From an optimization exercise on the open Yosys and OpenROAD flow, aimed at small area; shortcuts taken in it are not production practice. In this exercise RTL edits were held to simulation tests only and were not proved equivalent to the original. No activity file was given, so power comes from the tool's default toggle rates. The clock port is modelled as an ideal driver; clocking choices that lean on that would not hold on a real chip.

==> flow/design.v <==
module  hdmi_delay_line
  #(parameter G_WIDTH = 40, G_DEPTH = 11)
   (
    input                i_clk,
    input [G_WIDTH-1:0]  i_d,
    output [G_WIDTH-1:0] o_q
    );
   reg [G_WIDTH*G_DEPTH-1:0] q_pipe;
   always @(posedge i_clk) begin
      q_pipe <= {q_pipe, i_d};   
   end
   assign o_q = q_pipe[G_WIDTH*G_DEPTH-1 -: G_WIDTH];
endmodule
module encoder
(
 input CLK,
 input [7:0] DATA,
 input [1:0] C,
 input VDE,    
 input ADE,    
 input [3:0] AUX,
 output reg [9:0] ENCODED
 );
   function [3:0] popcount8;
      input [7:0] v;
      reg s1, c1, s2, c2, s3, c3, o0, c4, t, c5, o1, c6;
      begin
         s1 = v[0] ^ v[1] ^ v[2];  c1 = (v[0] & v[1]) | (v[0] & v[2]) | (v[1] & v[2]);
         s2 = v[3] ^ v[4] ^ v[5];  c2 = (v[3] & v[4]) | (v[3] & v[5]) | (v[4] & v[5]);
         s3 = v[6] ^ v[7];         c3 = v[6] & v[7];
         o0 = s1 ^ s2 ^ s3;        c4 = (s1 & s2) | (s1 & s3) | (s2 & s3);
         t  = c1 ^ c2 ^ c3;        c5 = (c1 & c2) | (c1 & c3) | (c2 & c3);
         o1 = t ^ c4;              c6 = t & c4;
         popcount8 = {c5 & c6, c5 ^ c6, o1, o0};
      end
   endfunction
   wire [3:0] ones = popcount8(DATA);
   wire       sel  = ones[3] | (ones[2] & (ones[1] | ones[0] | !DATA[0]));
   wire [7:0] px;
   assign px[0] = DATA[0];
   genvar k;
   generate for (k = 1; k < 8; k = k + 1) begin : g_px
      assign px[k] = px[k-1] ^ DATA[k];
   end endgenerate
   wire [7:0] word = px ^ {sel, 1'b0, sel, 1'b0, sel, 1'b0, sel, 1'b0};
   wire [3:0] n1   = popcount8(word);
   wire [3:0] disp = {!n1[3] & !n1[2], !n1[2], n1[1:0]};
   reg  [3:0] dc_bias;
   wire cond0 = (dc_bias == 4'd0) || (disp == 4'd0);
   wire inv   = cond0 ? sel : (dc_bias[3] == disp[3]);
   wire       m = !inv & sel;
   wire [3:0] xa = disp ^ {4{inv}};
   wire [3:0] xb = {m, m, inv ^ sel, sel};
   wire [3:0] cs_s = dc_bias ^ xa ^ xb;
   wire [3:0] cs_c = (dc_bias & xa) | (dc_bias & xb) | (xa & xb);
   wire       r1 = cs_s[1] & cs_c[0];
   wire       r2 = (cs_s[2] & cs_c[1]) | (cs_s[2] & r1) | (cs_c[1] & r1);
   wire [3:0] dc_next = {cs_s[3] ^ cs_c[2] ^ r2, cs_s[2] ^ cs_c[1] ^ r1, cs_s[1] ^ cs_c[0], cs_s[0]};
   always @(posedge CLK) begin
      if (VDE) begin
         ENCODED <= {inv, !sel, word ^ {8{inv}}};
         dc_bias <= dc_next;
      end else if (ADE) begin
         case (AUX)
           4'b0000 : ENCODED <= 10'b1010011100;
           4'b0001 : ENCODED <= 10'b1001100011;
           4'b0010 : ENCODED <= 10'b1011100100;
           4'b0011 : ENCODED <= 10'b1011100010;
           4'b0100 : ENCODED <= 10'b0101110001;
           4'b0101 : ENCODED <= 10'b0100011110;
           4'b0110 : ENCODED <= 10'b0110001110;
           4'b0111 : ENCODED <= 10'b0100111100;
           4'b1000 : ENCODED <= 10'b1011001100;
           4'b1001 : ENCODED <= 10'b0100111001;
           4'b1010 : ENCODED <= 10'b0110011100;
           4'b1011 : ENCODED <= 10'b1011000110;
           4'b1100 : ENCODED <= 10'b1010001110;
           4'b1101 : ENCODED <= 10'b1001110001;
           4'b1110 : ENCODED <= 10'b0101100011;
           default : ENCODED <= 10'b1011000011;
         endcase
      end else begin
         case (C)
           2'b00   : ENCODED <= 10'b1101010100;
           2'b01   : ENCODED <= 10'b0010101011;
           2'b10   : ENCODED <= 10'b0101010100;
           default : ENCODED <= 10'b1010101011;
         endcase
         dc_bias <= 0;
      end
   end
endmodule
module hdmidataencoder
#(parameter FREQ=27000000, FS=48000, CTS=27000, N=6144)
(
   input          i_pixclk,
   input          i_reset,
   input          i_hSync,
   input          i_vSync,
   input          i_blank,
   input          i_audio_enable,
   input          i_aspect_169,
   input [15:0]   i_audioL,
   input [15:0]   i_audioR,
   output [1:0]   o_d0,         
   output [3:0]   o_d1,
   output [3:0]   o_d2,
   output         o_data,
   output reg     o_prevBlank   
);
localparam [16:0] CTS_ = CTS;
localparam integer ATIMER_LIMIT = FREQ/FS;          
localparam [9:0]  AT_STEP = 10'd0 - (ATIMER_LIMIT - 1);   
localparam [16:0] CTS_STEP = 17'd2 - CTS_;                  
localparam [191:0] channelStatus = (FS == 48000)?192'hc202004004:(FS == 44100)?192'hc200004004:192'hc203004004;
localparam [55:0] audioRegenPacket = {N[7:0], N[15:8], 8'h00, CTS[7:0], CTS[15:8], 16'h0000};
reg [15:0] counterX;
reg        firstHSyncChange;
reg        oddLine;
reg        prevHSync;
reg        allowGeneration;
reg        wrapped;
reg [1:0]  pktType;             
reg [16:0] ctsTimer;
reg [9:0]  audioTimer;
reg [7:0]  channelStatusIdx;
reg [1:0]  samplesHead;
reg [23:0] audioPacketHeader;
reg        sampleQ;             
reg [15:0] sL0, sL1, sL2, sL3;
reg [15:0] sR0, sR1, sR2, sR3;
reg [2:0]  sS0, sS1, sS2, sS3;   
reg [4:0]  sC0, sC1, sC2, sC3;   
reg [4:0]  dataOffset;
reg [7:0]  bchHdr, bchCode0, bchCode1, bchCode2, bchCode3;
function [7:0] ECCcode;
   input [7:0] code;
   input bita;
   input passthroughData;
   begin
      ECCcode = {code[6:0], 1'b0} ^ (((code[7] ^ bita) && passthroughData) ? 8'hC1 : 8'h00);
   end
endfunction
function [1:0] SubBits;
   input [15:0] l;
   input [15:0] r;
   input [2:0]  s;
   input [4:0]  cnt;
   reg [63:0] w;
   begin
      w = {8'h00, s[2], s[0], 2'b00, s[1], s[0], 2'b00, r, 8'h00, l, 8'h00};
      SubBits = w[{cnt, 1'b0} +: 2];
   end
endfunction
wire hEdge      = prevHSync != i_hSync;
wire load       = hEdge && firstHSyncChange;
wire lowX       = counterX[15:6] == 10'd0;
wire send1      = allowGeneration && lowX && !counterX[5];
wire send2      = allowGeneration && lowX &&  counterX[5];
wire send       = allowGeneration && lowX;
wire sample     = sampleQ;
wire send2Next  = !load && allowGeneration && !(o_prevBlank && !i_blank)
                  && (counterX >= 16'd31) && (counterX <= 16'd62);
wire sampleNext = !sampleQ && !send2Next && (audioTimer >= ATIMER_LIMIT - 1);
wire [1:0] headNext = send2 ? 2'd0 : samplesHead;
wire regen      = (ctsTimer >= CTS_ - 1'b1) && !(&ctsTimer);
reg [23:0] fHdr;
reg [55:0] fSub0;
always @* begin
   case (pktType)
      2'd0: begin fHdr = 24'h000001; fSub0 = audioRegenPacket; end
      2'd1: begin fHdr = 24'h0D0282; fSub0 = 56'h00000000191046; end
      2'd2: begin fHdr = 24'h0D0282; fSub0 = 56'h000000002A1035; end
      default: begin fHdr = 24'h0A0184; fSub0 = 56'h00000000001160; end
   endcase
end
wire [55:0] fSubN = (pktType == 2'd0) ? audioRegenPacket : 56'h0;
wire [31:0] fHdrX  = {8'h00, fHdr};
wire [63:0] fSub0X = {8'h00, fSub0};
wire [63:0] fSubNX = {8'h00, fSubN};
wire        fHdrBit = !wrapped && fHdrX[counterX[4:0]];
wire [1:0]  fSub0Bits = wrapped ? 2'b00 : fSub0X[{counterX[4:0], 1'b0} +: 2];
wire [1:0]  fSubNBits = wrapped ? 2'b00 : fSubNX[{counterX[4:0], 1'b0} +: 2];
wire [1:0] a0 = SubBits(sL0, sR0, sS0, sC0);
wire [1:0] a1 = SubBits(sL1, sR1, sS1, sC1);
wire [1:0] a2 = SubBits(sL2, sR2, sS2, sC2);
wire [1:0] a3 = SubBits(sL3, sR3, sS3, sC3);
wire       hBit = send1 ? fHdrBit : audioPacketHeader[0];
wire [1:0] p0 = send1 ? fSub0Bits : a0;
wire [1:0] p1 = send1 ? fSubNBits : a1;
wire [1:0] p2 = send1 ? fSubNBits : a2;
wire [1:0] p3 = send1 ? fSubNBits : a3;
wire passH = dataOffset < 5'd24;
wire passD = dataOffset < 5'd28;
assign o_d0[0] = passH ? hBit : bchHdr[7];
assign o_d0[1] = !send1 || (dataOffset != 5'd0);
assign o_d1 = passD ? {p3[0], p2[0], p1[0], p0[0]} : {bchCode3[7], bchCode2[7], bchCode1[7], bchCode0[7]};
assign o_d2 = passD ? {p3[1], p2[1], p1[1], p0[1]} : {bchCode3[6], bchCode2[6], bchCode1[6], bchCode0[6]};
assign o_data = send;
wire       csBit = channelStatus[channelStatusIdx];
wire [2:0] sNew  = {(^i_audioR) ^ csBit, (^i_audioL) ^ csBit, csBit};
wire [23:0] hdrOr = 24'h000002 | ((channelStatusIdx == 8'd0 ? 24'h100100 : 24'h000100) << samplesHead);
always @(posedge i_pixclk) begin
   if (sampleNext) begin
      case (headNext)
         2'd0: begin sL0 <= i_audioL; sR0 <= i_audioR; sS0 <= sNew; end
         2'd1: begin sL1 <= i_audioL; sR1 <= i_audioR; sS1 <= sNew; end
         2'd2: begin sL2 <= i_audioL; sR2 <= i_audioR; sS2 <= sNew; end
         default: begin sL3 <= i_audioL; sR3 <= i_audioR; sS3 <= sNew; end
      endcase
   end
   if (load)
      pktType <= regen ? 2'd0 : !oddLine ? (i_aspect_169 ? 2'd2 : 2'd1) : 2'd3;
end
wire bchStep = send || i_reset;
wire passHs  = passH && !i_reset;
wire passDs  = passD && !i_reset;
always @(posedge i_pixclk) begin
   if (bchStep) begin
      bchHdr   <= ECCcode(bchHdr, hBit, passHs);
      bchCode0 <= ECCcode(ECCcode(bchCode0, p0[0], passDs), p0[1], passDs);
      bchCode1 <= ECCcode(ECCcode(bchCode1, p1[0], passDs), p1[1], passDs);
      bchCode2 <= ECCcode(ECCcode(bchCode2, p2[0], passDs), p2[1], passDs);
      bchCode3 <= ECCcode(ECCcode(bchCode3, p3[0], passDs), p3[1], passDs);
   end
end
always @(posedge i_pixclk)
if (i_reset) begin
   counterX <= 0;
   firstHSyncChange <= 0;
   oddLine <= 0;
   prevHSync <= 0;
   o_prevBlank <= 0;
   allowGeneration <= 0;
   wrapped <= 0;
   ctsTimer <= 0;
   audioTimer <= 0;
   sampleQ <= 0;
   channelStatusIdx <= 0;
   samplesHead <= 0;
   audioPacketHeader <= 0;
   sC0 <= 5'd28; sC1 <= 5'd28; sC2 <= 5'd28; sC3 <= 5'd28;
   dataOffset <= 0;
end else begin
   sampleQ <= sampleNext;
   if (sample) begin
      audioPacketHeader <= audioPacketHeader | hdrOr;
      channelStatusIdx <= (channelStatusIdx < 8'd191) ? channelStatusIdx + 8'd1 : 8'd0;
      samplesHead <= samplesHead + 2'd1;
      case (samplesHead)
         2'd0: sC0 <= 0;
         2'd1: sC1 <= 0;
         2'd2: sC2 <= 0;
         default: sC3 <= 0;
      endcase
   end
   audioTimer <= audioTimer + (sample ? AT_STEP : 10'd1);
   if (send2) begin
      samplesHead <= 0;
      audioPacketHeader <= audioPacketHeader >> 1;
      if (sC0 < 5'd28) sC0 <= sC0 + 1'b1;
      if (sC1 < 5'd28) sC1 <= sC1 + 1'b1;
      if (sC2 < 5'd28) sC2 <= sC2 + 1'b1;
      if (sC3 < 5'd28) sC3 <= sC3 + 1'b1;
   end
   if (send)
      dataOffset <= dataOffset + 5'd1;
   ctsTimer <= ctsTimer + ((load && regen) ? CTS_STEP : 17'd1);
   if (!o_prevBlank && i_blank)
      firstHSyncChange <= 1;
   if (o_prevBlank && !i_blank)
      allowGeneration <= 0;
   if (load) begin
      oddLine <= !oddLine;
      counterX <= 0;
      wrapped <= 0;
      allowGeneration <= i_audio_enable;
   end else begin
      counterX <= counterX + 1'b1;
      if (&counterX)
         wrapped <= 1;
   end
   if (hEdge)
      firstHSyncChange <= !firstHSyncChange;
   o_prevBlank <= i_blank;
   prevHSync <= i_hSync;
end
endmodule
module hdmi
#(parameter FREQ=25200000, FS=48000, CTS=25200, N=6144)
 (
   input        I_CLK_PIXEL,
   input        I_RESET,      
   input [7:0]  I_R,
   input [7:0]  I_G,
   input [7:0]  I_B,
   input        I_BLANK,
   input        I_HSYNC,
   input        I_VSYNC,
   input        I_ASPECT_169,
   input        I_AUDIO_ENABLE,
   input [15:0] I_AUDIO_PCM_L,
   input [15:0] I_AUDIO_PCM_R,
   output [9:0] O_RED,    
   output [9:0] O_GREEN,  
   output [9:0] O_BLUE    
);
   wire [9:0]   red;
   wire [9:0]   green;
   wire [9:0]   blue;
   wire [9:0]   enc0out;
   wire [9:0]   enc1out;
   wire [9:0]   enc2out;
   wire         dataNext;
   wire [1:0]   dataPacket0Next;
   wire [3:0]   dataPacket1Next;
   wire [3:0]   dataPacket2Next;
   wire [24:0]  videoOut;       
   wire [1:0]   syncOut11;      
   wire [1:0]   syncOut12;      
   wire [10:0]  dataLineOut;    
   wire [10:0]  dataLine1;      
   wire         data;
   wire [7:0]   ROut;
   wire [7:0]   GOut;
   wire [7:0]   BOut;
   wire         vdeOut;
   wire         dataOut;
   wire [1:0]   vhSyncOut;
   wire         prevBlank;
   reg          prevData;
   wire [3:0]   dataPacket0Out;
   wire [3:0]   dataPacket1Out;
   wire [3:0]   dataPacket2Out;
   reg          ctl0;
   reg          ctl2;
   reg [2:0]    state;
   reg [3:0]    clockCounter;
   hdmi_delay_line #(.G_WIDTH(25), .G_DEPTH(11)) video_line
     (.i_clk(I_CLK_PIXEL), .i_d({I_R, I_G, I_B, !I_BLANK}), .o_q(videoOut));
   hdmi_delay_line #(.G_WIDTH(2), .G_DEPTH(11)) sync_line
     (.i_clk(I_CLK_PIXEL), .i_d({I_VSYNC, I_HSYNC}), .o_q(syncOut11));
   hdmi_delay_line #(.G_WIDTH(2), .G_DEPTH(1)) sync_line2
     (.i_clk(I_CLK_PIXEL), .i_d(syncOut11), .o_q(syncOut12));
   hdmi_delay_line #(.G_WIDTH(11), .G_DEPTH(1)) data_line1
     (.i_clk(I_CLK_PIXEL), .i_d({dataNext, dataPacket0Next, dataPacket1Next, dataPacket2Next}), .o_q(dataLine1));
   hdmi_delay_line #(.G_WIDTH(11), .G_DEPTH(11)) data_line
     (.i_clk(I_CLK_PIXEL), .i_d(dataLine1), .o_q(dataLineOut));
   assign ROut = videoOut[24:17];
   assign GOut = videoOut[16:9];
   assign BOut = videoOut[8:1];
   assign vdeOut = videoOut[0];
   assign vhSyncOut = syncOut11;
   assign data = dataLine1[10];
   assign dataOut = dataLineOut[10];
   assign dataPacket0Out = {dataLineOut[9:8], syncOut12};
   assign dataPacket1Out = dataLineOut[7:4];
   assign dataPacket2Out = dataLineOut[3:0];
   always @(posedge I_CLK_PIXEL) begin
      if (I_RESET) begin
         state <= 3'b000;
         clockCounter <= 0;
         ctl0 <= 1'b0;
         ctl2 <= 1'b0;
      end else if (!prevBlank  && I_BLANK) begin
         state <= 3'b000;
         clockCounter <= 0;
      end else begin
         case (state)
            3'b000:
               if (!prevData && data) begin       
                  state <= 3'b100;
                  ctl0 <= 1'b1;
                  ctl2 <= 1'b1;
                  clockCounter <= 0;
               end else if (prevBlank && !I_BLANK) begin  
                  state <= 3'b010;
                  ctl0 <= 1'b1;
                  ctl2 <= 1'b0;
                  clockCounter <= 0;
               end
            3'b100:                     
               if (clockCounter == 8) begin
                  state <= 3'b101;
                  ctl0 <= 1'b0;
                  ctl2 <= 1'b0;
                  clockCounter <= 0;
               end else begin
                  clockCounter <= clockCounter + 1'b1;
               end
            3'b101:                     
               if (clockCounter == 1) begin
                  state <= 3'b111;
                  clockCounter <= 0;
               end else begin
                  clockCounter <= clockCounter + 1'b1;
               end
            3'b111:
               if (clockCounter == 11) begin                   
                  state <= 3'b110;
                  clockCounter <= 0;
               end else if (prevBlank && !I_BLANK) begin  
                  state <= 3'b010;
                  ctl0 <= 1'b1;
                  ctl2 <= 1'b0;
                  clockCounter <= 0;
               end else if (!data) begin                          
                  clockCounter <= clockCounter + 1'b1;
               end
            3'b110:                    
               if (clockCounter == 1) begin
                  state <= 3'b000;
                  clockCounter <= 0;
               end else begin
                  clockCounter <= clockCounter + 1'b1;
               end
            3'b010:                      
               if (clockCounter == 8)  begin
                  state <= 3'b011;
                  ctl0 <= 1'b0;
                  ctl2 <= 1'b0;
                  clockCounter <= 0;
               end else begin
                  clockCounter <= clockCounter + 1'b1;
               end
            3'b011:                     
               if (clockCounter == 1)  begin
                  state <= 3'b001;
                  clockCounter <= 0;
               end else begin
                  clockCounter <= clockCounter + 1'b1;
               end
            3'b001:
               if (clockCounter == 11)  begin                  
                  state <= 3'b000;
                  clockCounter <= 0;
               end else if (I_BLANK) begin                          
                  clockCounter <= clockCounter + 1'b1;
               end
         endcase
      end
      prevData <= I_RESET ? 1'b0 : data;
   end
   assign blue =  ((state == 3'b101 || state == 3'b110) && vhSyncOut == 2'b00) ? 10'b1010001110 :
                  ((state == 3'b101 || state == 3'b110) && vhSyncOut == 2'b01) ? 10'b1001110001 :
                  ((state == 3'b101 || state == 3'b110) && vhSyncOut == 2'b10) ? 10'b0101100011 :
                  ((state == 3'b101 || state == 3'b110) && vhSyncOut == 2'b11) ? 10'b1011000011 :
                  (state == 3'b011)                                                          ? 10'b1011001100 : enc0out;
   assign green = (state == 3'b011                                 ) ? 10'b0100110011 :
                  (state == 3'b101 || state == 3'b110) ? 10'b0100110011 : enc1out;
   assign red =   (state == 3'b011                                 ) ? 10'b1011001100 :
                  (state == 3'b101 || state == 3'b110) ? 10'b0100110011 : enc2out;
   hdmidataencoder
     #(
       .FREQ(FREQ),
       .FS(FS),
       .CTS(CTS),
       .N(N)
       )
   dataencoder
     (
      .i_pixclk    (I_CLK_PIXEL),
      .i_reset     (I_RESET),
      .i_aspect_169 (I_ASPECT_169),
      .i_blank     (I_BLANK),
      .i_hSync     (I_HSYNC),
      .i_vSync     (I_VSYNC),
      .i_audio_enable  (I_AUDIO_ENABLE),
      .i_audioL    (I_AUDIO_PCM_L),
      .i_audioR    (I_AUDIO_PCM_R),
      .o_d0        (dataPacket0Next),
      .o_d1        (dataPacket1Next),
      .o_d2        (dataPacket2Next),
      .o_data      (dataNext),
      .o_prevBlank (prevBlank)
      );
   encoder enc0
     (
      .CLK      (I_CLK_PIXEL),
      .DATA     (BOut),
      .C        (vhSyncOut),
      .VDE      (vdeOut),
      .ADE      (dataOut),
      .AUX      (dataPacket0Out),
      .ENCODED  (enc0out)
     );
   encoder enc1
     (
     .CLK      (I_CLK_PIXEL),
     .DATA     (GOut),
     .C        ({1'b0, ctl0}),
     .VDE      (vdeOut),
     .ADE      (dataOut),
     .AUX      (dataPacket1Out),
     .ENCODED  (enc1out)
      );
   encoder enc2
     (
      .CLK     (I_CLK_PIXEL),
      .DATA    (ROut),
      .C       ({1'b0, ctl2}),
      .VDE     (vdeOut),
      .ADE     (dataOut),
      .AUX     (dataPacket2Out),
      .ENCODED (enc2out)
      );
assign O_RED   = red;
assign O_GREEN = green;
assign O_BLUE  = blue;
endmodule
==> flow/run.sh <==
#!/bin/bash
# synth_recipe.tcl (not shown) runs the flow's synth.tcl, then flattens the netlist and writes it again
# the make line also repeats each setting of config.mk as NAME=value (left out here)
make -C /OpenROAD-flow-scripts/flow DESIGN_CONFIG=/design/flow/config.mk WORK_HOME=/design/flow/orfs CLKGATE_MAP_FILE= SYNTH_SCRIPT=/design/flow/synth_recipe.tcl finish
==> flow/config.mk <==
export PLATFORM = sky130hd
export DESIGN_NAME = hdmi
export DESIGN_NICKNAME = hdmi
export VERILOG_FILES = /design/flow/design.v
export SDC_FILE = /design/flow/constraint.sdc
export NUM_CORES = 4
export LEC_CHECK = 0
export CAP_MARGIN = 20
export CORE_MARGIN = 2
export CORE_UTILIZATION = 50
export CTS_BUF_LIST = sky130_fd_sc_hd__clkbuf_16
export CTS_CLUSTER_DIAMETER = 100
export CTS_CLUSTER_SIZE = 30
export SLEW_MARGIN = 20
==> flow/constraint.sdc <==
create_clock -name core_clock -period 10.0 [get_ports {I_CLK_PIXEL}]
set_input_delay 2.0000 -clock core_clock [delete_from_list [all_inputs] [get_ports {I_CLK_PIXEL}]]
set_output_delay 2.0000 -clock core_clock [all_outputs]
set_load 0.01 [all_outputs]
==> results of run 1 <==
-- flip-flops by register name, indices dropped and copies added (netlist names), 11 cells and up, named ones only --
register                       flops
dataencoder.sL1                   16
video_line.q_pipe                275
dataencoder.ctsTimer              17
dataencoder.sL3                   16
dataencoder.sR3                   16
data_line.q_pipe                 111
dataencoder.sR0                   16
sync_line.q_pipe                  22
dataencoder.sL0                   16
data_line1.q_pipe                 11
dataencoder.sR1                   16
dataencoder.counterX              16
dataencoder.audioPacketHeader     24
dataencoder.sR2                   16
dataencoder.sL2                   16
-- power groups by stage --
stage                     clock (mW)  combinational (mW)  sequential, mW
final                           1.54                2.29            3.63
after global routing            1.71                2.61            3.65
after CTS                       1.60                2.32            3.63
after detailed placement           0                2.31            3.70
after global placement             0                2.24            3.70
after floorplan                    0                1.76            3.66
-- layer usage --
layer,share of wire (%),routed length (µm)
met2,45,21800
met3,4.1,1980
met4,2.0,953
met1,48,23100
met5,0,0
-- through the flow --
| step | worst slack [ns] | power [mW] | hold slack, ns | utilization (%) | cell area [µm²] |
|---|---|---|---|---|---|
| global route | 2.04 | 7.97 | 0.325 | 54.9 | 30100 |
| CTS | 2.44 | 7.55 | 0.322 | 54.8 | 30100 |
| floorplan | 3.01 | 5.42 | 0.310 | - | 27600 |
| detailed placement | 2.44 | 6.01 | 0.312 | 53.2 | 29200 |
| finish | 2.47 | 7.45 | 0.322 | 54.9 | 30100 |
| global placement | 2.72 | 5.94 | 0.310 | 53.2 | 29200 |
-- logic make-up after synthesis --
| kind of cell | after synthesis | synth area share, % |
|---|---|---|
| XOR/XNOR | 187 | 5.96 |
| AO/OA/AOI/OAI | 349 | 8.03 |
| AND/OR/NAND/NOR | 516 | 8.88 |
| adder cells (fa/ha/maj) | 120 | 6.17 |
| multiplexers | 74 | 3.76 |
| flip-flops | 792 | 64.4 |
| buffers and inverters | 186 | 2.77 |
-- worst max-delay path by stage --
stage | startpoint | end | slack (ns) | cells past startpoint
finish | video_line.q_pipe[267] | enc2.dc_bias[3] | 2.47 | 25
global route | video_line.q_pipe[267] | enc2.dc_bias[3] | 2.04 | 25
CTS | video_line.q_pipe[267] | enc2.dc_bias[3] | 2.44 | 25
global placement | video_line.q_pipe[267] | enc2.dc_bias[3] | 2.72 | 25
floorplan | video_line.q_pipe[267] | enc2.dc_bias[3] | 3.01 | 26
detailed placement | video_line.q_pipe[267] | enc2.dc_bias[3] | 2.44 | 25
-- synthesized netlist by cell type (all sizes together), types with 4 or more instances --
master / instances / share of area (%)
ha: 89 / 4.0
a22oi: 6 / 0.18
and3: 20 / 0.45
xnor2: 117 / 3.7
inv: 102 / 1.4
or2: 7 / 0.16
edfxtp: 194 / 21
a211oi: 31 / 0.84
dfxtp: 598 / 43
and2b: 4 / 0.12
nor2: 159 / 2.2
xor2: 70 / 2.2
or3: 9 / 0.20
and2: 18 / 0.41
o211ai: 16 / 0.43
nor3b: 9 / 0.24
nand2: 142 / 1.9
a31oi: 31 / 0.70
a41oi: 6 / 0.19
nand3b: 9 / 0.24
fa: 28 / 2.0
a21o: 7 / 0.19
o21ai: 54 / 0.98
mux2i: 37 / 1.5
o31ai: 8 / 0.22
mux4: 17 / 1.5
nand3: 48 / 0.87
nor4: 11 / 0.27
o21a: 4 / 0.11
nor2b: 16 / 0.36
a21oi: 130 / 2.5
nor3: 26 / 0.47
o21bai: 7 / 0.19
nand4: 11 / 0.25
nand2b: 16 / 0.36
clkbuf: 56 / 0.76
o221ai: 7 / 0.22
o221a: 4 / 0.16
buf: 28 / 0.62
o22ai: 12 / 0.27
a311oi: 5 / 0.16
mux2: 20 / 0.82
-- critical path, cell delays in order, from the launching register on --
cell,delay [ns]
dfxtp_1,0.49
fa_1,0.58
maj3_1,0.41
ha_1,0.27
nand3b_1,0.20
a21oi_4,0.41
xnor2_1,0.24
ha_1,0.31
xnor2_1,0.15
fa_1,0.43
inv_1,0.07
ha_1,0.13
inv_1,0.04
ha_1,0.30
a31oi_1,0.38
mux2i_4,0.54
inv_1,0.14
ha_1,0.32
fa_1,0.49
inv_1,0.04
ha_1,0.20
fa_1,0.38
xnor2_1,0.21
xnor2_1,0.10
or3_1,0.30
and3_1,0.18
-- layout make-up --
| type | count | area, µm² |
|---|---|---|
| flip-flops and latches | 792 | 17800 |
| fillers | 4623 | 24800 |
| well taps | 704 | 881 |
| multi-input cells | 1246 | 9080 |
| inverters | 102 | 383 |
| clock buffers | 32 | 801 |
| repair buffers | 107 | 1030 |
| clock inverters | 20 | 124 |
==> impl_metrics.py, run 1 <==
metrics = {
    "global_routing": {
        "use_met2_pct": 27.6,
        "antenna_found_initial": 0,
        "top_usage_layer": "met2",
        "grt_pass1_wl_um": 78300,
        "use_met1_pct": 23.9,
        "grt_overflow": 0,
        "grt_start_max_net_pins": 74,
        "grt.total_usage_pct": 16.9,
        "use_met3_pct": 2.22,
        "grt_pass1_vias": 15200,
    },
    "cts": {
        "htreeDepth": 1,
        "clkSlewWorstSetupHoldPaths_ns": 0.11,
        "worst_skew_pair.late_latency_ns": 0.64,
        "cts_tree": "done",
        "cts_resized": 0,
        "clock-sinks": 792,
        "cts_made_buffers": 31,
        "post_cts_buffers": 0,
        "holdBufCountCts": 0,
        "cts_root_buffer": "clkbuf_16",
        "clockBufferDepth": 3,
    },
    "worst_setup_path": {
        "reg2reg_depth": 25,
        "startpoint_type": "register",
        "worst_ep_arrival_time_ns": 7.94,
        "r2r_slack_ns": 2.47,
        "crit_path_end_kind": "register",
        "r2r-start": "video_line.q_pipe[267]",
        "crit_required_ns": 10.41,
        "crit_type": "register to register",
        "cp_max_fo": 10,
        "r2r-end": "enc2.dc_bias[3]",
    },
    "placed_design": {
        "port_buffers": 92,
        "dp_cells": 2951,
        "gp_congestion": 0.823,
        "hpwlAfterDp_um": 32200,
    },
    "power": {
        "p_clk_share_pct": 20.6,
        "power_leakage_nw": 11.5,
        "power.switching_mw": 2.21,
        "power.switching_fraction_pct": 29.6,
        "pwr-share-comb_pct": 30.7,
        "p_seq_share_pct": 48.7,
        "internal-power_mw": 5.24,
        "powerDensity_nw_per_um2": 247,
        "ir_drop_uv": 179,
    },
    "routing": {
        "vias_per_cell": 5.19,
        "wl_um": 47800,
        "via_count": 15600,
        "drc_errors": 0,
        "drt_first_iter_violations": 1115,
        "firstDrtPassIters": 5,
        "drt.antenna.violating_nets": 0,
        "wire_per_inst_um": 15.9,
    },
    "timing": {
        "worst_pin_slew_ns": 1.09,
        "slew_headroom_pct": 27.1,
        "setup_viol": 0,
        "rsz0062_at_grt": "no",
        "skew_ns": 0.0176,
        "fmax_mhz": 133,
        "final_hold_viol_count": 0,
        "final.setup.tns_ns": 0,
        "period_share_pct": 75.3,
        "drv_slew": 0,
        "period_minus_slack_ns": 7.53,
    },
    "yosys": {
        "yosys_warnings": 8,
        "syn_area_um2": 27600,
        "syn-num-nets": 2404,
        "synth_edf_count": 194,
        "yosysSeqAreaShare_pct": 64.4,
        "avgSynthCellArea_um2": 12.4,
        "ys.flop_type": "dfxtp_1",
        "yosysUniqueCellTypes": 77,
        "async_flop_share_pct": 0,
        "ys_ff_latch": 792,
        "syn-instance-count": 2224,
    },
    "floorplanning": {
        "io_pins": 93,
        "start_util_pct": 50.3,
        "die_area_um2": 57100,
        "die_w_um": 239,
        "dieHeight_um": 239,
        "fp.coreArea_um2": 54900,
        "rows": 86,
    },
    "hold_path": {
        "hp-class": "register to register",
        "min_to": "data_line.q_pipe[24]",
        "whs_path_depth": 0,
        "min-delay-start": "data_line.q_pipe[13]",
    },
    "layout": {
        "mostFrequentLayoutCell": "dfxtp_1",
        "mostFrequentLayoutCells": "596 x dfxtp_1, 194 x edfxtp_1, 159 x nor2_1",
        "nets": 2460,
        "drive_gt1_share_pct": 5.13,
        "diodes": 0,
        "finalNonFillerCells": 3003,
        "synthToLayoutAreaGrowth_pct": 8.98,
    },
    "status": {
        "status": "no timing/DRC/antenna violations",
    },
    "flow_run": {
        "cap_violations": 0,
    },
}
==> inputs of run 2 (changes only) <==
==> flow/flow/run.sh (new file) <==
#!/bin/bash
# The standard layout (standard.sh: the standard flow's synthesis, floorplan, power grid,
# placement, CTS and routing), with two settings passed to ORFS:
#  - port buffers use the smallest buffer cell;
#  - clock tree synthesis without dummy loads.
# make's full output goes to standard.log in the work folder.
set -euo pipefail
export BUFFER_PORTS_ARGS="-buffer_cell sky130_fd_sc_hd__buf_1"
export CTS_ARGS="-sink_clustering_enable -repair_clock_nets -sink_clustering_size 30 -sink_clustering_max_diameter 100 -buf_list sky130_fd_sc_hd__clkbuf_16 -dont_use_dummy_load"
bash standard.sh > standard.log 2>&1
==> flow/standard.sh (new file) <==
#!/bin/bash
# synth_recipe.tcl (not shown) runs the flow's synth.tcl, then flattens the netlist and writes it again
# the make line also repeats each setting of config.mk as NAME=value (left out here)
make -C /OpenROAD-flow-scripts/flow DESIGN_CONFIG=/design/flow/config.mk WORK_HOME=/design/flow/orfs CLKGATE_MAP_FILE= SYNTH_SCRIPT=/design/flow/synth_recipe.tcl "${@:-finish}"
removed: flow/run.sh
==> run 2 against run 1 <==
Register-to-register slack hardly changed. Fmax hardly changed. Combinational power is 5% lower. Sequential power hardly changed. Synthesized area stayed put. Core utilization is 1.3 points lower. Largest cell class unchanged. Die area stayed put. Largest power group unchanged.
==> impl_metrics.py, run 2 <==
metrics = {
    "worst_setup_path": {
        "crit_type": "register to register",
        "cp_slowest_cell": "fa_1",
        "crit_path_frequent_cell": "ha_1",
        "startpoint_type": "register",
        "crit_path_end_kind": "register",
        "crit_buf_inv": 4,
        "slowest_delay_ns": 0.57,
        "worst_ep_arrival_time_ns": 7.93,
        "path_delay_family": "adder cells",
        "crit_required_ns": 10.40,
        "cp_max_fo": 10,
    },
    "yosys": {
        "avgSynthCellArea_um2": 12.4,
        "synth_top_area_share_pct": 43.3,
        "ys.flop_type": "dfxtp_1",
        "ys_ff_latch": 792,
        "yosysUniqueCellTypes": 77,
        "syn-num-nets": 2404,
        "syn-instance-count": 2224,
        "synth_top_area_cell": "dfxtp_1",
        "async_flop_share_pct": 0,
        "yosys_warnings": 8,
        "syn_area_um2": 27600,
        "synth.most_common_cell": "dfxtp_1",
        "synth_edf_count": 194,
        "synth.area.top_cells": "dfxtp_1 43%, edfxtp_1 21%, ha_1 4.0%",
        "yosys-top-cells-count": "598 x dfxtp_1, 194 x edfxtp_1, 159 x nor2_1",
        "yosysSeqAreaShare_pct": 64.4,
    },
    "layout": {
        "mostFrequentLayoutCell": "dfxtp_1",
        "fill_cells": 4673,
        "top_register": "video_line.q_pipe",
        "synthToLayoutAreaGrowth_pct": 6.34,
        "mostFrequentLayoutCells": "597 x dfxtp_1, 194 x edfxtp_1, 159 x nor2_1",
        "nets": 2458,
        "drive_gt1_share_pct": 4.75,
        "largest_reg_flops": 275,
        "reg_top3": "video_line.q_pipe: 275 flops, data_line.q_pipe: 111 flops, dataencoder.audioPacketHeader: 24 flops",
        "diodes": 0,
    },
    "cts": {
        "cts_root_buffer": "clkbuf_16",
        "holdBufCountCts": 0,
        "clkSlewWorstSetupHoldPaths_ns": 0.11,
        "cts_made_buffers": 31,
        "worst_skew_pair.late_latency_ns": 0.63,
        "htreeDepth": 1,
        "cts_tree": "done",
        "cts_resized": 0,
        "clock-sinks": 792,
        "clockBufferDepth": 3,
        "post_cts_buffers": 0,
    },
    "routing": {
        "drc_errors": 0,
        "drt.antenna.violating_nets": 0,
        "wl_um": 47100,
        "drt_first_iter_violations": 819,
        "firstDrtPassIters": 7,
        "vias_per_cell": 5.22,
        "wire_per_inst_um": 15.8,
        "via_count": 15600,
    },
    "power": {
        "internal-power_mw": 5.10,
        "ir_drop_uv": 166,
        "p_clk_share_pct": 19.8,
        "power.switching_fraction_pct": 29.5,
        "p_seq_share_pct": 50.2,
        "powerDensity_nw_per_um2": 246,
        "power_leakage_nw": 11.1,
        "pwr-share-comb_pct": 30.0,
        "power_mw": 7.23,
        "power.switching_mw": 2.13,
    },
    "timing": {
        "period_minus_slack_ns": 7.53,
        "worst_pin_slew_ns": 1.08,
        "fin_hold_ws_ns": 0.311,
        "period_share_pct": 75.3,
        "final.setup.tns_ns": 0,
        "skew_ns": 0.0484,
        "slew_headroom_pct": 27.8,
        "drv_slew": 0,
        "worst_slack_ns": 2.47,
        "fmax_mhz": 133,
        "setup_viol": 0,
        "rsz0062_at_grt": "no",
        "final_hold_viol_count": 0,
    },
    "global_routing": {
        "grt.total_usage_pct": 16.6,
        "antenna_found_initial": 0,
        "grt_start_max_net_pins": 74,
        "grt_overflow": 0,
        "grt_pass1_wl_um": 77000,
        "grt_pass1_vias": 14800,
    },
    "status": {
        "status": "no timing/DRC/antenna violations",
    },
    "floorplanning": {
        "dieHeight_um": 239,
        "io_pins": 93,
        "die_area_um2": 57100,
        "die_w_um": 239,
        "start_util_pct": 50.3,
        "rows": 86,
        "fp.coreArea_um2": 54900,
    },
    "hold_path": {
        "hp-class": "register to register",
    },
    "placed_design": {
        "pre_cts_slack_ns": 2.42,
        "gp_congestion": 0.835,
        "hpwlAfterDp_um": 31800,
        "port_buffers": 92,
    },
    "flow_run": {
        "cap_violations": 0,
    },
}
==> run 2: cell count changes in the layout (fill, tap and decap cells not counted), moves of 2 or more <==
cell             previous run  this run
buf_1                       0        91
clkdlybuf4s50_1            91         0
inv_1                     115       102
buf_4                      15        13
clkinv_2                    2         0
inv_6                       2         0
==> run 2: worst paths after layout <==
path	startpoint	end	slack, ns	cells past startpoint
worst max register to register	video_line.q_pipe[267]	enc2.dc_bias[3]	2.47	25
worst max-delay path	video_line.q_pipe[267]	enc2.dc_bias[3]	2.47	25
worst min-delay path	data_line.q_pipe[35]	data_line.q_pipe[46]	0.31	0
worst min register to register	data_line.q_pipe[35]	data_line.q_pipe[46]	0.31	0
==> run 2: stage by stage <==
step	cells	cell area, µm²	utilization, %
final	2980	29400	53.5
after global routing	2980	29400	53.5
after CTS	2980	29400	53.5
after detailed placement	2949	28600	52.1
after global placement	2949	28600	52.1
after floorplan	2224	27600	-
==> run 2: cell families after synthesis <==
group / share of synthesized area (%)
simple gates: 8.88
buf+inv: 2.77
compound gates: 8.03
mux: 3.76
fa+ha+maj: 6.17
xor+xnor: 5.96
flops: 64.4
==> run 2: cell type report <==
cell class                      instances  area, µm²  area share [%]
Clock buffer                           31        776            2.64
Inverter                              102        383            1.30
Multi-Input combinational cell       1246       9090            30.9
Sequential cell                       792      17800            60.6
Tap cell                              704        881            3.00
Timing Repair Buffer                  105        444            1.51
==> run 2: routing by layer <==
| layer | share of wire [%] | vias to the layer above | track usage (%) |
|---|---|---|---|
| met3 | 4.0 | 61 | 1.88 |
| met2 | 45 | 279 | 27.0 |
| met4 | 1.9 | 0 | 4.07 |
| met5 | 0 | - | 0 |
| li1 | - | 7746 | - |
| met1 | 49 | 7478 | 23.9 |
==> run 2: power by group through the flow <==
| stage | logic (mW) | registers (mW) | clock network [mW] |
|---|---|---|---|
| 4_1_cts | 2.20 | 3.63 | 1.50 |
| 3_3_place_gp | 2.15 | 3.70 | 0 |
| 3_5_place_dp | 2.18 | 3.70 | 0 |
| 6_report | 2.17 | 3.63 | 1.43 |
| 5_1_grt | 2.49 | 3.65 | 1.60 |
| 2_1_floorplan | 1.76 | 3.66 | 0 |
==> inputs of run 3 (changes only) <==
--- a/flow/design.v
+++ b/flow/design.v
@@ -35,6 +35,10 @@
       end
    endfunction
-   wire [3:0] ones = popcount8(DATA);
-   wire       sel  = ones[3] | (ones[2] & (ones[1] | ones[0] | !DATA[0]));
+   wire s1 = DATA[1] ^ DATA[2] ^ DATA[3];
+   wire c1 = (DATA[1] & DATA[2]) | (DATA[1] & DATA[3]) | (DATA[2] & DATA[3]);
+   wire s2 = DATA[4] ^ DATA[5] ^ DATA[6];
+   wire c2 = (DATA[4] & DATA[5]) | (DATA[4] & DATA[6]) | (DATA[5] & DATA[6]);
+   wire c3 = (s1 & s2) | (s1 & DATA[7]) | (s2 & DATA[7]);
+   wire sel = (c1 & c2) | (c1 & c3) | (c2 & c3);
    wire [7:0] px;
    assign px[0] = DATA[0];
--- a/flow/config.mk
+++ b/flow/config.mk
@@ -8,7 +8,5 @@
 export CAP_MARGIN = 20
 export CORE_MARGIN = 2
-export CORE_UTILIZATION = 50
-export CTS_BUF_LIST = sky130_fd_sc_hd__clkbuf_16
-export CTS_CLUSTER_DIAMETER = 100
-export CTS_CLUSTER_SIZE = 30
+export CORE_UTILIZATION = 75
+export PLACE_DENSITY = 0.85
 export SLEW_MARGIN = 20
==> run 3 against run 2 <==
Via count rose by 3.5%. First-iteration DRC count rose by 84%. Fmax rose by 0.23%. Final cell count fell by 9.1%. Combinational power fell by 18%. Core utilization rose by 27 points. Hold slack got worse by 0.041 ns. Largest cell class unchanged.
==> impl_metrics.py, run 3 <==
metrics = {
    "status": {
        "status": "no timing/DRC/antenna violations",
    },
    "floorplanning": {
        "dieHeight_um": 195,
        "rows": 69,
        "fp.coreArea_um2": 35700,
        "die_area_um2": 38000,
        "start_util_pct": 76.6,
        "die_w_um": 195,
        "io_pins": 93,
    },
    "cts": {
        "worst_skew_pair.late_latency_ns": 0.66,
        "clkSlewWorstSetupHoldPaths_ns": 0.11,
        "clock-sinks": 792,
        "cts_made_buffers": 30,
        "cts_resized": 0,
        "cts_tree": "done",
        "post_cts_buffers": 0,
        "htreeDepth": 1,
        "holdBufCountCts": 0,
        "clockBufferDepth": 3,
        "cts_root_buffer": "clkbuf_16",
    },
    "power": {
        "power_leakage_nw": 11.0,
        "power_mw": 6.82,
        "ir_drop_uv": 263,
        "powerDensity_nw_per_um2": 237,
    },
    "routing": {
        "drt.antenna.violating_nets": 0,
        "drc_errors": 0,
        "drt_first_iter_violations": 1510,
        "firstDrtPassIters": 7,
        "wl_um": 52700,
        "wire_per_inst_um": 19.5,
        "vias_per_cell": 5.95,
        "via_count": 16100,
    },
    "yosys": {
        "avgSynthCellArea_um2": 12.5,
        "synthSimpleGateAreaFrac_pct": 9.15,
        "async_flop_share_pct": 0,
        "syn-num-nets": 2363,
        "synth_top_area_cell": "dfxtp_1",
        "ys_ff_latch": 792,
        "yosysSeqAreaShare_pct": 65.0,
        "syn_area_um2": 27400,
        "yosysUniqueCellTypes": 79,
        "synth_compound_area_share_pct": 7.37,
        "synth.most_common_cell": "dfxtp_1",
        "muxShareOfSynthArea_pct": 3.73,
        "yosys-top-cells-count": "598 x dfxtp_1, 194 x edfxtp_1, 176 x nor2_1",
        "ys.flop_type": "dfxtp_1",
        "syn-instance-count": 2198,
        "synth_top_family_by_area": "simple AND/OR/NAND/NOR gates",
        "synth_top_area_share_pct": 43.7,
        "synth_edf_count": 194,
        "synth.area.top_cells": "dfxtp_1 44%, edfxtp_1 21%, xnor2_1 3.6%",
        "synth-xor-area-share_pct": 6.36,
        "yosys_warnings": 8,
        "synth_fa_ha_area_share_pct": 5.65,
    },
    "layout": {
        "seqCellArea_um2": 17800,
        "synthToLayoutAreaGrowth_pct": 5.23,
        "largest_reg_flops": 275,
        "mostFrequentLayoutCells": "597 x dfxtp_1, 194 x edfxtp_1, 176 x nor2_1",
        "diodes": 0,
        "drive_gt1_share_pct": 5.12,
        "nets": 2414,
        "fill_cells": 1992,
        "multi_input_area_um2": 8870,
        "reg_top3": "video_line.q_pipe: 275 flops, data_line.q_pipe: 111 flops, dataencoder.audioPacketHeader: 24 flops",
        "mostFrequentLayoutCell": "dfxtp_1",
        "top_register": "video_line.q_pipe",
    },
    "global_routing": {
        "grt_pass1_wl_um": 82600,
        "antenna_found_initial": 1,
        "grt_start_max_net_pins": 87,
        "grt.total_usage_pct": 27.5,
        "grt_overflow": 0,
        "grt_pass1_vias": 15900,
    },
    "timing": {
        "worst_pin_slew_ns": 1.10,
        "slew_headroom_pct": 26.3,
        "period_share_pct": 75.1,
        "drv_slew": 0,
        "skew_ns": 0.106,
        "setup_viol": 0,
        "fin_hold_ws_ns": 0.271,
        "final_hold_viol_count": 0,
        "fmax_mhz": 133,
        "rsz0062_at_grt": "no",
        "period_minus_slack_ns": 7.51,
        "final.setup.tns_ns": 0,
    },
    "placed_design": {
        "port_buffers": 92,
        "gp_congestion": 0.852,
        "hpwlAfterDp_um": 34100,
    },
    "flow_run": {
        "cap_violations": 0,
    },
    "worst_setup_path": {
        "startpoint_type": "register",
        "worst_ep_arrival_time_ns": 7.84,
        "crit_type": "register to register",
        "crit_path_end_kind": "register",
        "crit_required_ns": 10.33,
        "cp_max_fo": 10,
    },
    "hold_path": {
        "hp-class": "register to register",
    },
}
[run 3: cell families after synthesis]
group | count (synthesis)
DFF | 792
and+or+nand+nor | 525
AOI/OAI and AO/OA | 324
xor gates and xnor gates | 186
buffers and inverters | 184
adders and majority gates | 108
muxes | 79
[run 3: routing by layer]
| metal | GRT usage [%] | up-vias | wire length (µm) |
|---|---|---|---|
| met5 | 0 | - | 13 |
| met4 | 9.27 | 2 | 1800 |
| met3 | 3.77 | 129 | 3620 |
| met2 | 48.0 | 688 | 26000 |
| met1 | 35.8 | 7695 | 21300 |
| li1 | - | 7595 | - |
[run 3: critical path, cell delays in order, from the launching register on]
cell	delay (ns)
dfxtp_1	0.38
inv_1	0.08
fa_1	0.53
inv_1	0.04
maj3_1	0.34
maj3_1	0.53
xor2_1	0.34
fa_1	0.50
fa_1	0.43
inv_1	0.06
ha_1	0.13
inv_1	0.04
ha_1	0.30
a31oi_1	0.28
nor2_1	0.07
a21oi_1	0.85
inv_1	0.19
ha_1	0.35
fa_1	0.48
inv_1	0.04
ha_1	0.20
fa_1	0.38
xnor2_1	0.20
xnor2_1	0.11
or3_1	0.30
and3_1	0.17
[run 3: per-stage QoR]
step,worst slack (ns),instance area (µm²),instances,util (%)
global route,2.11,28800,2708,80.6
global placement,2.66,28000,2678,78.5
detailed placement,2.47,28000,2678,78.5
floorplan,3.47,27400,2198,-
finish,2.49,28800,2708,80.6
CTS,2.45,28800,2708,80.6
[run 3: power by group]
part / switching [mW] / internal (mW)
Clock: 0.879 / 0.539
Sequential: 0.0976 / 3.53
Combinational: 0.991 / 0.779
[run 3: path summary, 6_finish.rpt]
| kind | start | endpoint | slack (ns) | depth (start not counted) |
|---|---|---|---|---|
| worst min register to register | data_line.q_pipe[14] | data_line.q_pipe[25] | 0.27 | 0 |
| worst max-delay path | video_line.q_pipe[252] | enc0.dc_bias[3] | 2.49 | 25 |
| worst max register to register | video_line.q_pipe[252] | enc0.dc_bias[3] | 2.49 | 25 |
| worst min-delay path | data_line.q_pipe[14] | data_line.q_pipe[25] | 0.27 | 0 |
[run 3: layout make-up]
class	instances	area share, %
inverter	99	1.29
tap	461	2.00
clock buffer	30	2.61
timing repair buffer	104	1.52
multi-input combinational	1222	30.8
sequential	792	61.8
==> inputs of run 4 (changes only) <==
--- a/flow/config.mk
+++ b/flow/config.mk
@@ -8,5 +8,5 @@
 export CAP_MARGIN = 20
 export CORE_MARGIN = 2
-export CORE_UTILIZATION = 75
-export PLACE_DENSITY = 0.85
+export CORE_UTILIZATION = 65
+export PLACE_DENSITY = 0.75
 export SLEW_MARGIN = 20
==> run 4 against run 3 <==
Total power fell by 1.1%. First-iteration DRC count down 12%. Synthesized area unchanged. Count of clock-buffer cells in the layout did not move. Global-route usage down 6.2 points. Die area is 15% higher. Hold slack better by 0.031 ns. Final cell count up 3.0%. Fmax down 0.95%. Cell area grew 0.43%. Clock power about the same. Highest routed layer is now met4.
==> impl_metrics.py, run 4 <==
metrics = {
    "placed_design": {
        "hpwlAfterDp_um": 31800,
        "gp_congestion": 0.839,
        "dp_cells": 2759,
        "port_buffers": 92,
        "placed_area_um2": 28200,
    },
    "layout": {
        "reg_top3": "video_line.q_pipe: 275 flops, data_line.q_pipe: 111 flops, dataencoder.audioPacketHeader: 24 flops",
        "synthToLayoutAreaGrowth_pct": 5.68,
        "mostFrequentLayoutCells": "597 x dfxtp_1, 194 x edfxtp_1, 176 x nor2_1",
        "top_register": "video_line.q_pipe",
        "mostFrequentLayoutCell": "dfxtp_1",
        "finalInstanceArea_um2": 28900,
        "nets": 2418,
        "largest_reg_flops": 275,
        "diodes": 0,
        "drive_gt1_share_pct": 5.24,
        "finalNonFillerCells": 2790,
    },
    "worst_setup_path": {
        "worst_ep_arrival_time_ns": 7.92,
        "crit_required_ns": 10.34,
        "reg2reg_depth": 25,
        "crit_type": "register to register",
        "crit_path_end_kind": "register",
        "startpoint_type": "register",
        "cp_max_fo": 10,
        "r2r_slack_ns": 2.42,
    },
    "status": {
        "status": "no timing/DRC/antenna violations",
    },
    "global_routing": {
        "grt_pass1_wl_um": 75600,
        "grt_pass1_vias": 15100,
        "antenna_found_initial": 1,
        "grt_overflow": 0,
        "use_met2_pct": 35.3,
        "grt_start_max_net_pins": 80,
        "use_met1_pct": 30.1,
        "top_usage_layer": "met2",
        "use_met3_pct": 2.95,
        "grt.total_usage_pct": 21.3,
    },
    "yosys": {
        "syn-instance-count": 2198,
        "yosys-top-cells-count": "598 x dfxtp_1, 194 x edfxtp_1, 176 x nor2_1",
        "synth_top_area_cell": "dfxtp_1",
        "ys.flop_type": "dfxtp_1",
        "synth.area.top_cells": "dfxtp_1 44%, edfxtp_1 21%, xnor2_1 3.6%",
        "synth_edf_count": 194,
        "syn_area_um2": 27400,
        "ys_ff_latch": 792,
        "avgSynthCellArea_um2": 12.5,
        "yosysSeqAreaShare_pct": 65.0,
        "syn-num-nets": 2363,
        "yosys_warnings": 8,
        "synth.most_common_cell": "dfxtp_1",
        "synth_top_area_share_pct": 43.7,
        "yosysUniqueCellTypes": 79,
        "async_flop_share_pct": 0,
    },
    "flow_run": {
        "cap_violations": 0,
    },
    "timing": {
        "skew_ns": 0.0735,
        "final_hold_viol_count": 0,
        "period_minus_slack_ns": 7.58,
        "final.setup.tns_ns": 0,
        "worst_pin_slew_ns": 1.10,
        "rsz0062_at_grt": "no",
        "fmax_mhz": 132,
        "drv_slew": 0,
        "setup_viol": 0,
        "period_share_pct": 75.8,
        "slew_headroom_pct": 27.0,
    },
    "cts": {
        "post_cts_buffers": 0,
        "clockBufferDepth": 3,
        "cts_made_buffers": 30,
        "worst_skew_pair.late_latency_ns": 0.63,
        "cts_resized": 0,
        "clkSlewWorstSetupHoldPaths_ns": 0.11,
        "htreeDepth": 1,
        "holdBufCountCts": 0,
        "cts_root_buffer": "clkbuf_16",
        "cts_tree": "done",
        "clock-sinks": 792,
    },
    "floorplanning": {
        "dieHeight_um": 209,
        "die_w_um": 209,
        "start_util_pct": 65.5,
        "fp.coreArea_um2": 41800,
        "rows": 75,
        "die_area_um2": 43800,
        "io_pins": 93,
    },
    "hold_path": {
        "whs_path_depth": 0,
        "hp-class": "register to register",
    },
    "power": {
        "ir_drop_uv": 201,
        "power_mw": 6.74,
        "power_leakage_nw": 11.0,
        "powerDensity_nw_per_um2": 233,
    },
    "routing": {
        "drt_first_iter_violations": 1334,
        "wire_per_inst_um": 16.6,
        "drt.antenna.violating_nets": 0,
        "firstDrtPassIters": 6,
        "drc_errors": 0,
        "wl_um": 46400,
        "via_count": 15400,
        "vias_per_cell": 5.51,
    },
}
[run 4: cell types whose count changed in the layout (fill, tap and decap cells not counted), sizes merged]
| cell | previous run | this run |
|---|---|---|
| clkbuf | 30 | 31 |
| buf | 104 | 107 |
[run 4: logic make-up after synthesis]
group,share of synthesized area (%)
DFF,65.0
and+or+nand+nor,9.15
AOI/OAI and AO/OA,7.37
xor gates and xnor gates,6.36
buffers and inverters,2.72
adders and majority gates,5.65
muxes,3.73
[run 4: power by group]
| group | internal (mW) | leakage (nW) | switching, mW | total (mW) |
|---|---|---|---|---|
| logic | 0.774 | 3.86 | 0.944 | 1.72 |
| registers | 3.53 | 6.78 | 0.0881 | 3.62 |
| clock network | 0.539 | 0.370 | 0.867 | 1.41 |
| total | 4.84 | 11.0 | 1.90 | 6.74 |
[run 4: cell type report]
type | instances | area (µm²)
multi-input combinational | 1222 | 8870
fill | 2941 | 12800
clock buffer | 30 | 751
tap | 539 | 674
inverter | 99 | 372
sequential | 792 | 17800
timing repair buffer | 108 | 467
[run 4: metal layers]
layer | part of all wire [%] | wire length (µm)
met4 | 2.0 | 911
met3 | 4.4 | 2040
met1 | 47 | 21800
met2 | 47 | 21700
met5 | 0 | 0
[run 4: metrics by stage]
| stage | hold slack, ns | worst slack, ns | utilization (%) |
|---|---|---|---|
| final | 0.302 | 2.42 | 69.3 |
| after detailed placement | 0.312 | 2.42 | 67.4 |
| after global routing | 0.298 | 2.02 | 69.3 |
| after floorplan | 0.310 | 3.47 | - |
| after global placement | 0.310 | 2.74 | 67.4 |
| after CTS | 0.301 | 2.40 | 69.2 |
[run 4: path summary, 6_finish.rpt]
kind / startpoint / to
worst max-delay path: video_line.q_pipe[252] / enc0.dc_bias[3]
worst min register to register: data_line.q_pipe[46] / data_line.q_pipe[57]
worst max register to register: video_line.q_pipe[252] / enc0.dc_bias[3]
worst min-delay path: data_line.q_pipe[46] / data_line.q_pipe[57]
[run 4: critical path: stages (launching register included)]
cell and delay (ns):
dfxtp_1 0.39, inv_1 0.08, fa_1 0.55, inv_1 0.04, maj3_1 0.34, maj3_1 0.51, xor2_1 0.26, fa_1 0.46
fa_1 0.55, inv_1 0.04, ha_1 0.18, inv_1 0.05, ha_1 0.24, a31oi_1 0.30, nor2_1 0.07, a21oi_1 0.85
inv_1 0.16, ha_1 0.34, fa_1 0.48, inv_1 0.04, ha_1 0.20, fa_1 0.38, xnor2_1 0.23, xnor2_1 0.11
or3_1 0.31, and3_1 0.18
==> inputs of run 5 (changes only) <==
--- a/flow/design.v
+++ b/flow/design.v
@@ -134,5 +134,7 @@
 reg [15:0] sL0, sL1, sL2, sL3;
 reg [15:0] sR0, sR1, sR2, sR3;
-reg [2:0]  sS0, sS1, sS2, sS3;   
+reg        sS0, sS1, sS2, sS3;   
+reg        pL0, pL1, pL2, pL3;   
+reg        pR0, pR1, pR2, pR3;   
 reg [4:0]  sC0, sC1, sC2, sC3;   
 reg [4:0]  dataOffset;
@@ -149,12 +151,20 @@
    input [15:0] l;
    input [15:0] r;
-   input [2:0]  s;
+   input        cs;
+   input        pl;
+   input        pr;
    input [4:0]  cnt;
    reg [63:0] w;
    begin
-      w = {8'h00, s[2], s[0], 2'b00, s[1], s[0], 2'b00, r, 8'h00, l, 8'h00};
+      w = {8'h00, pr ^ cs, cs, 2'b00, pl ^ cs, cs, 2'b00, r, 8'h00, l, 8'h00};
       SubBits = w[{cnt, 1'b0} +: 2];
    end
 endfunction
+function [1:0] SubField;
+   input [4:0] cnt;
+   begin
+      SubField = (cnt >= 5'd4 && cnt < 5'd12) ? 2'd1 : (cnt >= 5'd16 && cnt < 5'd24) ? 2'd2 : 2'd0;
+   end
+endfunction
 wire hEdge      = prevHSync != i_hSync;
 wire load       = hEdge && firstHSyncChange;
@@ -186,8 +196,12 @@
 wire [1:0]  fSub0Bits = wrapped ? 2'b00 : fSub0X[{counterX[4:0], 1'b0} +: 2];
 wire [1:0]  fSubNBits = wrapped ? 2'b00 : fSubNX[{counterX[4:0], 1'b0} +: 2];
-wire [1:0] a0 = SubBits(sL0, sR0, sS0, sC0);
-wire [1:0] a1 = SubBits(sL1, sR1, sS1, sC1);
-wire [1:0] a2 = SubBits(sL2, sR2, sS2, sC2);
-wire [1:0] a3 = SubBits(sL3, sR3, sS3, sC3);
+wire [1:0] a0 = SubBits(sL0, sR0, sS0, pL0, pR0, sC0);
+wire [1:0] f0 = SubField(sC0);
+wire [1:0] a1 = SubBits(sL1, sR1, sS1, pL1, pR1, sC1);
+wire [1:0] f1 = SubField(sC1);
+wire [1:0] a2 = SubBits(sL2, sR2, sS2, pL2, pR2, sC2);
+wire [1:0] f2 = SubField(sC2);
+wire [1:0] a3 = SubBits(sL3, sR3, sS3, pL3, pR3, sC3);
+wire [1:0] f3 = SubField(sC3);
 wire       hBit = send1 ? fHdrBit : audioPacketHeader[0];
 wire [1:0] p0 = send1 ? fSub0Bits : a0;
@@ -203,15 +217,27 @@
 assign o_data = send;
 wire       csBit = channelStatus[channelStatusIdx];
-wire [2:0] sNew  = {(^i_audioR) ^ csBit, (^i_audioL) ^ csBit, csBit};
 wire [23:0] hdrOr = 24'h000002 | ((channelStatusIdx == 8'd0 ? 24'h100100 : 24'h000100) << samplesHead);
 always @(posedge i_pixclk) begin
    if (sampleNext) begin
       case (headNext)
-         2'd0: begin sL0 <= i_audioL; sR0 <= i_audioR; sS0 <= sNew; end
-         2'd1: begin sL1 <= i_audioL; sR1 <= i_audioR; sS1 <= sNew; end
-         2'd2: begin sL2 <= i_audioL; sR2 <= i_audioR; sS2 <= sNew; end
-         default: begin sL3 <= i_audioL; sR3 <= i_audioR; sS3 <= sNew; end
+         2'd0: begin sL0 <= i_audioL; sR0 <= i_audioR; sS0 <= csBit; end
+         2'd1: begin sL1 <= i_audioL; sR1 <= i_audioR; sS1 <= csBit; end
+         2'd2: begin sL2 <= i_audioL; sR2 <= i_audioR; sS2 <= csBit; end
+         default: begin sL3 <= i_audioL; sR3 <= i_audioR; sS3 <= csBit; end
       endcase
    end
+   if (sample && samplesHead == 2'd0) begin pL0 <= 0; pR0 <= 0; end
+   else if (send2) begin pL0 <= pL0 ^ (f0[0] & ^a0); pR0 <= pR0 ^ (f0[1] & ^a0); end
+   if (sample && samplesHead == 2'd1) begin pL1 <= 0; pR1 <= 0; end
+   else if (send2) begin pL1 <= pL1 ^ (f1[0] & ^a1); pR1 <= pR1 ^ (f1[1] & ^a1); end
+   if (sample && samplesHead == 2'd2) begin pL2 <= 0; pR2 <= 0; end
+   else if (send2) begin pL2 <= pL2 ^ (f2[0] & ^a2); pR2 <= pR2 ^ (f2[1] & ^a2); end
+   if (sample && samplesHead == 2'd3) begin pL3 <= 0; pR3 <= 0; end
+   else if (send2) begin pL3 <= pL3 ^ (f3[0] & ^a3); pR3 <= pR3 ^ (f3[1] & ^a3); end
+   sampleQ <= sampleNext;
+   if (load)
+      wrapped <= 0;
+   else if (&counterX)
+      wrapped <= 1;
    if (load)
       pktType <= regen ? 2'd0 : !oddLine ? (i_aspect_169 ? 2'd2 : 2'd1) : 2'd3;
@@ -237,8 +263,6 @@
    o_prevBlank <= 0;
    allowGeneration <= 0;
-   wrapped <= 0;
    ctsTimer <= 0;
    audioTimer <= 0;
-   sampleQ <= 0;
    channelStatusIdx <= 0;
    samplesHead <= 0;
@@ -247,5 +271,4 @@
    dataOffset <= 0;
 end else begin
-   sampleQ <= sampleNext;
    if (sample) begin
       audioPacketHeader <= audioPacketHeader | hdrOr;
@@ -278,10 +301,7 @@
       oddLine <= !oddLine;
       counterX <= 0;
-      wrapped <= 0;
       allowGeneration <= i_audio_enable;
    end else begin
       counterX <= counterX + 1'b1;
-      if (&counterX)
-         wrapped <= 1;
    end
    if (hEdge)
==> run 5 against run 4 <==
Combinational power fell by 8%. Cell area down 0.62%. First-iteration DRC count down 18%. Count of clock-buffer cells in the layout is the same. Via count barely moved. Register-to-register slack better by 0.79 ns. Global-route usage decreased by 0.70 points. Core utilization increased by 0.66 points. Sequential power barely moved. Total power fell by 2.1%. Routed wire length down 3.4%. Synthesized area fell by 0.50%. Largest power group unchanged.
==> impl_metrics.py, run 5 <==
metrics = {
    "status": {
        "status": "no timing/DRC/antenna violations",
    },
    "layout": {
        "mostFrequentLayoutCells": "605 x dfxtp_1, 186 x edfxtp_1, 165 x nor2_1",
        "reg_top3": "video_line.q_pipe: 275 flops, data_line.q_pipe: 111 flops, dataencoder.audioPacketHeader: 24 flops",
        "multi_input_area_um2": 8820,
        "largest_reg_flops": 275,
        "drive_gt1_share_pct": 4.68,
        "mostFrequentLayoutCell": "dfxtp_1",
        "nets": 2411,
        "top_register": "video_line.q_pipe",
        "diodes": 0,
        "seqCellArea_um2": 17700,
        "synthToLayoutAreaGrowth_pct": 5.55,
        "fill_cells": 2916,
    },
    "yosys": {
        "synth_top_area_share_pct": 44.5,
        "syn_area_um2": 27200,
        "syn-num-nets": 2369,
        "synth_top_area_cell": "dfxtp_1",
        "avgSynthCellArea_um2": 12.4,
        "async_flop_share_pct": 0,
        "yosys_warnings": 8,
        "yosys-top-cells-count": "606 x dfxtp_1, 186 x edfxtp_1, 166 x nor2_1",
        "yosysSeqAreaShare_pct": 65.0,
        "yosysUniqueCellTypes": 79,
        "ys.flop_type": "dfxtp_1",
        "synth_edf_count": 186,
        "synth.most_common_cell": "dfxtp_1",
        "syn-instance-count": 2202,
        "ys_ff_latch": 792,
        "synth.area.top_cells": "dfxtp_1 45%, edfxtp_1 21%, ha_1 3.5%",
    },
    "timing": {
        "fmax_mhz": 147,
        "skew_ns": 0.0469,
        "period_minus_slack_ns": 6.79,
        "period_share_pct": 67.9,
        "fin_hold_ws_ns": 0.322,
        "final.setup.tns_ns": 0,
        "slew_headroom_pct": 34.0,
        "drv_slew": 0,
        "setup_viol": 0,
        "final_hold_viol_count": 0,
        "rsz0062_at_grt": "no",
        "worst_pin_slew_ns": 0.988,
    },
    "cts": {
        "worst_skew_pair.late_latency_ns": 0.60,
        "cts_made_buffers": 30,
        "holdBufCountCts": 0,
        "cts_tree": "done",
        "clkSlewWorstSetupHoldPaths_ns": 0.11,
        "cts_root_buffer": "clkbuf_16",
        "cts_resized": 0,
        "clock-sinks": 792,
        "htreeDepth": 1,
        "post_cts_buffers": 0,
        "clockBufferDepth": 3,
    },
    "global_routing": {
        "antenna_found_initial": 0,
        "grt_start_max_net_pins": 81,
        "grt_pass1_wl_um": 73200,
        "grt_pass1_vias": 14800,
        "grt_overflow": 0,
        "grt.total_usage_pct": 20.6,
    },
    "worst_setup_path": {
        "path_cells": "fa_1 > nor2_1 > o21ai_0 > maj3_1 > xor2_1 > fa_1 > fa_1 > inv_1 > ha_1 > inv_1 > ha_1 > a31oi_1 > mux2i_2 > ha_1 > fa_1 > inv_1 > ha_1 > fa_1 > xnor2_1 > or3_1 > and3_1",
        "cp_max_fo": 10,
        "crit_path_frequent_cell": "fa_1",
        "cp_slowest_cell": "mux2i_2",
        "crit_path_end_kind": "register",
        "path_delay_family": "adder cells",
        "crit_type": "register to register",
        "crit_buf_inv": 3,
        "startpoint_type": "register",
        "slowest_delay_ns": 0.74,
        "worst_ep_arrival_time_ns": 7.14,
        "crit_required_ns": 10.35,
    },
    "floorplanning": {
        "start_util_pct": 66.3,
        "die_w_um": 209,
        "io_pins": 93,
        "rows": 74,
        "dieHeight_um": 209,
        "die_area_um2": 43600,
        "fp.coreArea_um2": 41100,
    },
    "placed_design": {
        "hpwlAfterDp_um": 31000,
        "port_buffers": 92,
        "gp_congestion": 0.851,
    },
    "routing": {
        "via_count": 15400,
        "vias_per_cell": 5.54,
        "drt_first_iter_violations": 1095,
        "wl_um": 44800,
        "wire_per_inst_um": 16.2,
        "drc_errors": 0,
        "firstDrtPassIters": 5,
        "drt.antenna.violating_nets": 0,
    },
    "power": {
        "ir_drop_uv": 143,
        "power_leakage_nw": 10.9,
        "powerDensity_nw_per_um2": 230,
    },
    "flow_run": {
        "cap_violations": 0,
    },
    "hold_path": {
        "hp-class": "register to register",
    },
}
## run 5: metal layers
metal	wire [µm]	GRT usage [%]	part of all wire (%)
met1	19300	26.1	43
met2	22300	36.7	50
met3	1680	2.30	3.7
met4	1500	7.64	3.3
met5	0	0	0
## run 5: worst reg2reg max path, cell delays in order (launching register included)
cell and delay, ns:
dfxtp_1 0.44, fa_1 0.47, nor2_1 0.11, o21ai_0 0.09, maj3_1 0.52, xor2_1 0.24
fa_1 0.45, fa_1 0.54, inv_1 0.05, ha_1 0.19, inv_1 0.05, ha_1 0.24
a31oi_1 0.29, mux2i_2 0.74, ha_1 0.38, fa_1 0.48, inv_1 0.04, ha_1 0.21
fa_1 0.40, xnor2_1 0.16, or3_1 0.31, and3_1 0.18
## run 5: cell families after synthesis
family	after synthesis	share of synthesized area, %
buffers and inverters	186	2.65
adders and majority gates	107	5.66
and+or+nand+nor	547	9.66
DFF	792	65.0
muxes	63	3.62
xor gates and xnor gates	172	5.77
AOI/OAI and AO/OA	335	7.60
## run 5: path summary, 6_finish.rpt
path,startpoint,end,slack [ns],depth (start not counted)
worst min register to register,data_line.q_pipe[96],data_line.q_pipe[107],0.32,0
worst max-delay path,video_line.q_pipe[264],enc1.dc_bias[3],3.21,21
worst max register to register,video_line.q_pipe[264],enc1.dc_bias[3],3.21,21
worst min-delay path,data_line.q_pipe[96],data_line.q_pipe[107],0.32,0
## run 5: area by class of cell
cell class / count / share of cell area, %
clock buffer: 30 / 2.61
sequential: 792 / 61.6
inverter: 90 / 1.18
multi-input combinational: 1224 / 30.7
tap: 532 / 2.32
timing repair buffer: 106 / 1.57
## run 5: where the power goes
part | internal, mW | total, mW | switching (mW)
clock network | 0.539 | 1.38 | 0.843
registers | 3.53 | 3.62 | 0.0898
logic | 0.732 | 1.59 | 0.861
## run 5: metrics by stage
step | setup slack, ns | total power, mW | instances | cell area, µm² | util [%]
6_report | 3.21 | 6.60 | 2774 | 28700 | 69.9
5_1_grt | 2.92 | 6.98 | 2774 | 28700 | 69.9
4_1_cts | 2.97 | 6.64 | 2773 | 28700 | 69.9
3_5_place_dp | 2.99 | 5.28 | 2743 | 28000 | 68.1
3_3_place_gp | 3.25 | 5.18 | 2743 | 28000 | 68.1
2_1_floorplan | 4.00 | 4.93 | 2202 | 27200 | -

## static timing again, ports no longer ideal
Ports are ideal in the flow. The routed layouts listed here were re-timed in OpenROAD. Step 1 (the two cells are an assumption about what drives the block):
set clk [get_ports {I_CLK_PIXEL}]
set_driving_cell -lib_cell sky130_fd_sc_hd__clkbuf_16 $clk
set_driving_cell -lib_cell sky130_fd_sc_hd__buf_2 [delete_from_list [all_inputs] $clk]
Step 2 adds t to the input delays and takes it off the output delays; t is the mean of the earliest and latest rising clock arrival at the registers after step 1. Input paths then give back, and output paths get back, about the clock's delay inside the block. Slacks: no drivers / after step 1 / after step 2; pairs: no drivers / after step 1.
run	shift t [ns]	setup slack, ns	latest minus earliest clock arrival (ns)
run 1	0.693	2.474 / 2.474 / 2.474	0.021 / 0.021
run 2	0.666	2.474 / 2.474 / 2.474	0.049 / 0.050
run 3	0.658	2.491 / 2.491 / 2.491	0.110 / 0.110
run 4	0.647	2.419 / 2.419 / 2.419	0.074 / 0.074
run 5	0.635	3.210 / 3.210 / 3.210	0.048 / 0.048
After both steps every run listed still meets setup and hold.
